Context: an optimization exercise on an open-source flow, tuned for small area and a short achievable clock period. The choices shown serve that exercise and are no tape-out recipe. Function was checked by simulation only, so behaviour that the tests miss may differ from the original.

==> flow/design.v <==
`timescale 1ns/1ns
module cg_xnor2 (input logic a, b, output logic y); assign y = ~(a ^ b); endmodule
module cg_nand4 (input logic a, b, c, d, output logic y); assign y = ~(a & b & c & d); endmodule
module cg_nand2 (input logic a, b, output logic y); assign y = ~(a & b); endmodule
module cg_nor2  (input logic a, b, output logic y); assign y = ~(a | b); endmodule
module cg_nand3 (input logic a, b, c, output logic y); assign y = ~(a & b & c); endmodule
module cg_a21oi (input logic a1, a2, b1, output logic y); assign y = ~((a1 & a2) | b1); endmodule
module cg_o21ai (input logic a1, a2, b1, output logic y); assign y = ~((a1 | a2) & b1); endmodule
module cg_inv   (input logic a, output logic y); assign y = ~a; endmodule
module cam_row #(parameter W = 32) (
  input  logic         clk,
  input  logic         we,
  input  logic         we_n,
  input  logic [W-1:0] wdata,
  output logic [W-1:0] q
);
  always_ff @(posedge clk) q <= (wdata & {W{we}}) | (q & {W{we_n}});
endmodule
module cam_match (
  input  logic [31:0] q,
  input  logic [31:0] s,
  input  logic        valid,
  output logic        m
);
  logic [31:0] x;
  logic [7:0]  a_n;
  logic [3:0]  b;
  logic [1:0]  c_n;
  for (genvar i = 0; i < 32; i++) begin : g_x
    cg_xnor2 u (.a(q[i]), .b(s[i]), .y(x[i]));
  end
  for (genvar i = 0; i < 8; i++) begin : g_a
    cg_nand4 u (.a(x[4*i]), .b(x[4*i+1]), .c(x[4*i+2]), .d(x[4*i+3]), .y(a_n[i]));
  end
  for (genvar i = 0; i < 4; i++) begin : g_b
    cg_nor2 u (.a(a_n[2*i]), .b(a_n[2*i+1]), .y(b[i]));
  end
  cg_nand3 u_c0 (.a(b[0]), .b(b[1]), .c(valid), .y(c_n[0]));
  cg_nand2 u_c1 (.a(b[2]), .b(b[3]), .y(c_n[1]));
  cg_nor2 u_m (.a(c_n[0]), .b(c_n[1]), .y(m));
endmodule
module cam_or8 (
  input  logic [7:0] sel,
  input  logic [7:0] d,
  output logic       y
);
  assign y = |(sel & d);
endmodule
module cam_rdec (
  input  logic [4:0]  a,
  output logic [31:0] y
);
  always_comb for (int k = 0; k < 32; k++) y[k] = (a == k[4:0]);
endmodule
module cam_read_bit (
  input  logic [31:0] sel,
  input  logic [31:0] d,
  output logic        y
);
  logic [3:0] o;
  logic [1:0] r_n;
  for (genvar i = 0; i < 4; i++) begin : g_o
    cam_or8 u (.sel(sel[8*i +: 8]), .d(d[8*i +: 8]), .y(o[i]));
  end
  for (genvar i = 0; i < 2; i++) begin : g_r
    cg_nor2 u (.a(o[2*i]), .b(o[2*i+1]), .y(r_n[i]));
  end
  cg_nand2 u_y (.a(r_n[0]), .b(r_n[1]), .y(y));
endmodule
module cam_prio (
  input  logic [31:0] m,       
  output logic [4:0]  idx,     
  output logic        any_n    
);
  logic [15:0] a1_n;
  for (genvar p = 0; p < 16; p++) begin : g_l1
    cg_nor2 u_a (.a(m[2*p+1]), .b(m[2*p]), .y(a1_n[p]));
  end
  logic [7:0] a2;
  logic [7:0] i2_0_n;
  for (genvar q = 0; q < 8; q++) begin : g_l2
    cg_nand2 u_a (.a(a1_n[2*q+1]), .b(a1_n[2*q]), .y(a2[q]));
    cg_a21oi u_0 (.a1(a1_n[2*q+1]), .a2(m[4*q+1]), .b1(m[4*q+3]), .y(i2_0_n[q]));
  end
  logic [3:0] a3_n;
  logic [3:0] i3_0, i3_1;
  for (genvar o = 0; o < 4; o++) begin : g_l3
    cg_nor2  u_a (.a(a2[2*o+1]), .b(a2[2*o]), .y(a3_n[o]));
    cg_o21ai u_0 (.a1(a2[2*o+1]), .a2(i2_0_n[2*o]), .b1(i2_0_n[2*o+1]), .y(i3_0[o]));
    cg_o21ai u_1 (.a1(a2[2*o+1]), .a2(a1_n[4*o+1]), .b1(a1_n[4*o+3]), .y(i3_1[o]));
  end
  logic [1:0] a4;
  logic [1:0] i4_0_n, i4_1_n, i4_2_n;
  for (genvar h = 0; h < 2; h++) begin : g_l4
    cg_nand2 u_a (.a(a3_n[2*h+1]), .b(a3_n[2*h]), .y(a4[h]));
    cg_a21oi u_0 (.a1(a3_n[2*h+1]), .a2(i3_0[2*h]), .b1(i3_0[2*h+1]), .y(i4_0_n[h]));
    cg_a21oi u_1 (.a1(a3_n[2*h+1]), .a2(i3_1[2*h]), .b1(i3_1[2*h+1]), .y(i4_1_n[h]));
    cg_a21oi u_2 (.a1(a3_n[2*h+1]), .a2(a2[4*h+1]), .b1(a2[4*h+3]), .y(i4_2_n[h]));
  end
  cg_nor2  u_a5 (.a(a4[1]), .b(a4[0]), .y(any_n));
  cg_o21ai u_i0 (.a1(a4[1]), .a2(i4_0_n[0]), .b1(i4_0_n[1]), .y(idx[0]));
  cg_o21ai u_i1 (.a1(a4[1]), .a2(i4_1_n[0]), .b1(i4_1_n[1]), .y(idx[1]));
  cg_o21ai u_i2 (.a1(a4[1]), .a2(i4_2_n[0]), .b1(i4_2_n[1]), .y(idx[2]));
  cg_o21ai u_i3 (.a1(a4[1]), .a2(a3_n[1]), .b1(a3_n[3]), .y(idx[3]));
  assign idx[4] = a4[1];
endmodule
module cam #(
  parameter ARRAY_WIDTH_LOG2 = 5,
  parameter ARRAY_SIZE_LOG2 = 5
)
(
  input logic clk,
  input logic reset,
  input logic read_i,
  input logic [ARRAY_WIDTH_LOG2 - 1:0] read_index_i,
  input logic write_i,
  input logic [ARRAY_WIDTH_LOG2 - 1:0] write_index_i,
  input logic [2**ARRAY_WIDTH_LOG2 - 1:0] write_data_i,
  input logic search_i,
  input logic [2**ARRAY_WIDTH_LOG2 - 1:0] search_data_i,
  output logic read_valid_o,
  output logic [2**ARRAY_WIDTH_LOG2 - 1:0] read_value_o,
  output logic search_valid_o,
  output logic [ARRAY_WIDTH_LOG2 - 1:0] search_index_o
);
localparam W = 2**ARRAY_WIDTH_LOG2;
localparam N = 2**ARRAY_SIZE_LOG2;
logic [W-1:0]   data [N];
logic [N-1:0]   valid;
logic [N-1:0]   match;
logic [N-1:0]   we;
always_comb begin
  for (int k = 0; k < N; k++) begin
    we[k]   = write_i && !reset && (write_index_i == k[ARRAY_SIZE_LOG2-1:0]);
  end
end
always_ff @(posedge clk) begin
  if (reset) valid <= '0;
  else valid <= valid | we;
end
for (genvar k = 0; k < N; k++) begin : g_entry
  cam_row #(.W(W)) row (
    .clk(clk), .we(we[k]), .we_n(!we[k]),
    .wdata(write_data_i), .q(data[k])
  );
  cam_match cmp (.q(data[k]), .s(search_data_i), .valid(valid[k]), .m(match[k]));
end
localparam RD = 4;
logic [N-1:0] rsel_c [RD];
for (genvar c = 0; c < RD; c++) begin : g_rdec
  cam_rdec u (.a(read_index_i), .y(rsel_c[c]));
end
logic [W:0] rd;
for (genvar b = 0; b <= W; b++) begin : g_read
  logic [N-1:0] col;
  for (genvar k = 0; k < N; k++) begin : g_col
    if (b < W) begin : g_d
      assign col[k] = data[k][b];
    end else begin : g_v
      assign col[k] = valid[k];
    end
  end
  cam_read_bit rb (.sel(rsel_c[b / 9]), .d(col), .y(rd[b]));
end
assign read_value_o = rd[W-1:0];
assign read_valid_o = read_i && !reset && rd[W];
logic none;
cam_prio prio (.m(match), .idx(search_index_o), .any_n(none));
assign search_valid_o = search_i && !reset && !none;
endmodule
export LEC_CHECK = 0
export CAP_MARGIN = 20
export CORE_MARGIN = 2
export CORE_UTILIZATION = 70
export SETUP_SLACK_MARGIN = 2.2
export SLEW_MARGIN = 20
export SYNTH_HIERARCHICAL = 1
create_clock -name core_clock -period 7.0 [get_ports {clk}]
standard.sh (not shown) runs the stock make flow with config.mk's settings and CLKGATE_MAP_FILE= SYNTH_SCRIPT=/design/flow/synth_recipe.tcl, a recipe that flattens the netlist after the stock synthesis.
==> flow/flow/run.sh <==
#!/bin/bash
# Layout flow: the standard flow (standard.sh, unchanged synthesis and
# steps), with two settings passed to ORFS through the environment:
#  - ports are buffered with buf_4 instead of the resizer's default choice
#    (a slow clkdlybuf4s50 delay cell);
#  - clock tree synthesis runs without dummy loads and builds the tree from
#    clkbuf_16 cells, each driving a cluster of up to 24 flip-flops.
# The full output of the flow goes to flow.log in the work folder; ORFS's
# per-step logs stay under orfs/logs/.
set -o pipefail
export BUFFER_PORTS_ARGS="-buffer_cell sky130_fd_sc_hd__buf_4"
export CTS_ARGS="-sink_clustering_enable -repair_clock_nets -dont_use_dummy_load -buf_list sky130_fd_sc_hd__clkbuf_16 -sink_clustering_size 24 -sink_clustering_max_diameter 80"
bash standard.sh > flow.log 2>&1
==> next run, changes <==
--- a/flow/design.v
+++ b/flow/design.v
@@ -6,7 +6,7 @@
 module cg_nand3 (input logic a, b, c, output logic y); assign y = ~(a & b & c); endmodule
 module cg_a21oi (input logic a1, a2, b1, output logic y); assign y = ~((a1 & a2) | b1); endmodule
 module cg_o21ai (input logic a1, a2, b1, output logic y); assign y = ~((a1 | a2) & b1); endmodule
-module cg_inv   (input logic a, output logic y); assign y = ~a; endmodule
+module cg_a41oi (input logic a1, a2, a3, a4, b1, output logic y); assign y = ~((a1 & a2 & a3 & a4) | b1); endmodule
 module cam_row #(parameter W = 32) (
   input  logic         clk,
   input  logic         we,
@@ -69,8 +69,9 @@
 endmodule
 module cam_prio (
   input  logic [31:0] m,       
+  input  logic        en_n,    
   output logic [4:0]  idx,     
-  output logic        any_n    
+  output logic        found    
 );
   logic [15:0] a1_n;
   for (genvar p = 0; p < 16; p++) begin : g_l1
@@ -97,7 +98,7 @@
     cg_a21oi u_1 (.a1(a3_n[2*h+1]), .a2(i3_1[2*h]), .b1(i3_1[2*h+1]), .y(i4_1_n[h]));
     cg_a21oi u_2 (.a1(a3_n[2*h+1]), .a2(a2[4*h+1]), .b1(a2[4*h+3]), .y(i4_2_n[h]));
   end
-  cg_nor2  u_a5 (.a(a4[1]), .b(a4[0]), .y(any_n));
+  cg_a41oi u_f (.a1(a3_n[0]), .a2(a3_n[1]), .a3(a3_n[2]), .a4(a3_n[3]), .b1(en_n), .y(found));
   cg_o21ai u_i0 (.a1(a4[1]), .a2(i4_0_n[0]), .b1(i4_0_n[1]), .y(idx[0]));
   cg_o21ai u_i1 (.a1(a4[1]), .a2(i4_1_n[0]), .b1(i4_1_n[1]), .y(idx[1]));
   cg_o21ai u_i2 (.a1(a4[1]), .a2(i4_2_n[0]), .b1(i4_2_n[1]), .y(idx[2]));
@@ -164,7 +165,7 @@
 end
 assign read_value_o = rd[W-1:0];
 assign read_valid_o = read_i && !reset && rd[W];
-logic none;
-cam_prio prio (.m(match), .idx(search_index_o), .any_n(none));
-assign search_valid_o = search_i && !reset && !none;
+logic search_off;
+assign search_off = !search_i || reset;
+cam_prio prio (.m(match), .en_n(search_off), .idx(search_index_o), .found(search_valid_o));
 endmodule
Outcome: Synthesized area is about the same. Design area is about the same. Register-to-register slack stays flat. Non-clock buffer count came out higher by 7. Via count is higher by 1.5%. Hold slack got worse by 6.0 ps. Routed wire length increases by 1.7%. Final cell count barely changes.

## separate check: timing with driven ports
The results above use ideal ports. As a check the final layouts listed here were re-extracted and re-timed, cells and wires unchanged. Step 1 assumes that a clkbuf_16 drives the clock port and a buf_2 every other input. Step 2 moves the port delays by t, midway between the first and last clock arrival at a register: inputs arrive t later, outputs are due t later. That takes back most of the time a late clock gives input paths. Three values: no drivers, after step 1, after step 2; two values: the first two.
run | shift t [ns] | setup WS [ns] | worst register clock-pin slew, ns
the first run | 0.718 | 2.067 / 1.879 / 1.879 | 0.10 / 0.10
the second run | 0.718 | 2.032 / 1.958 / 1.958 | 0.10 / 0.10
After both steps every run listed still meets setup and hold. For the first run, which loses most, drivers alone change the setup slack by -0.188 ns; drivers and shift together by -0.188 ns.
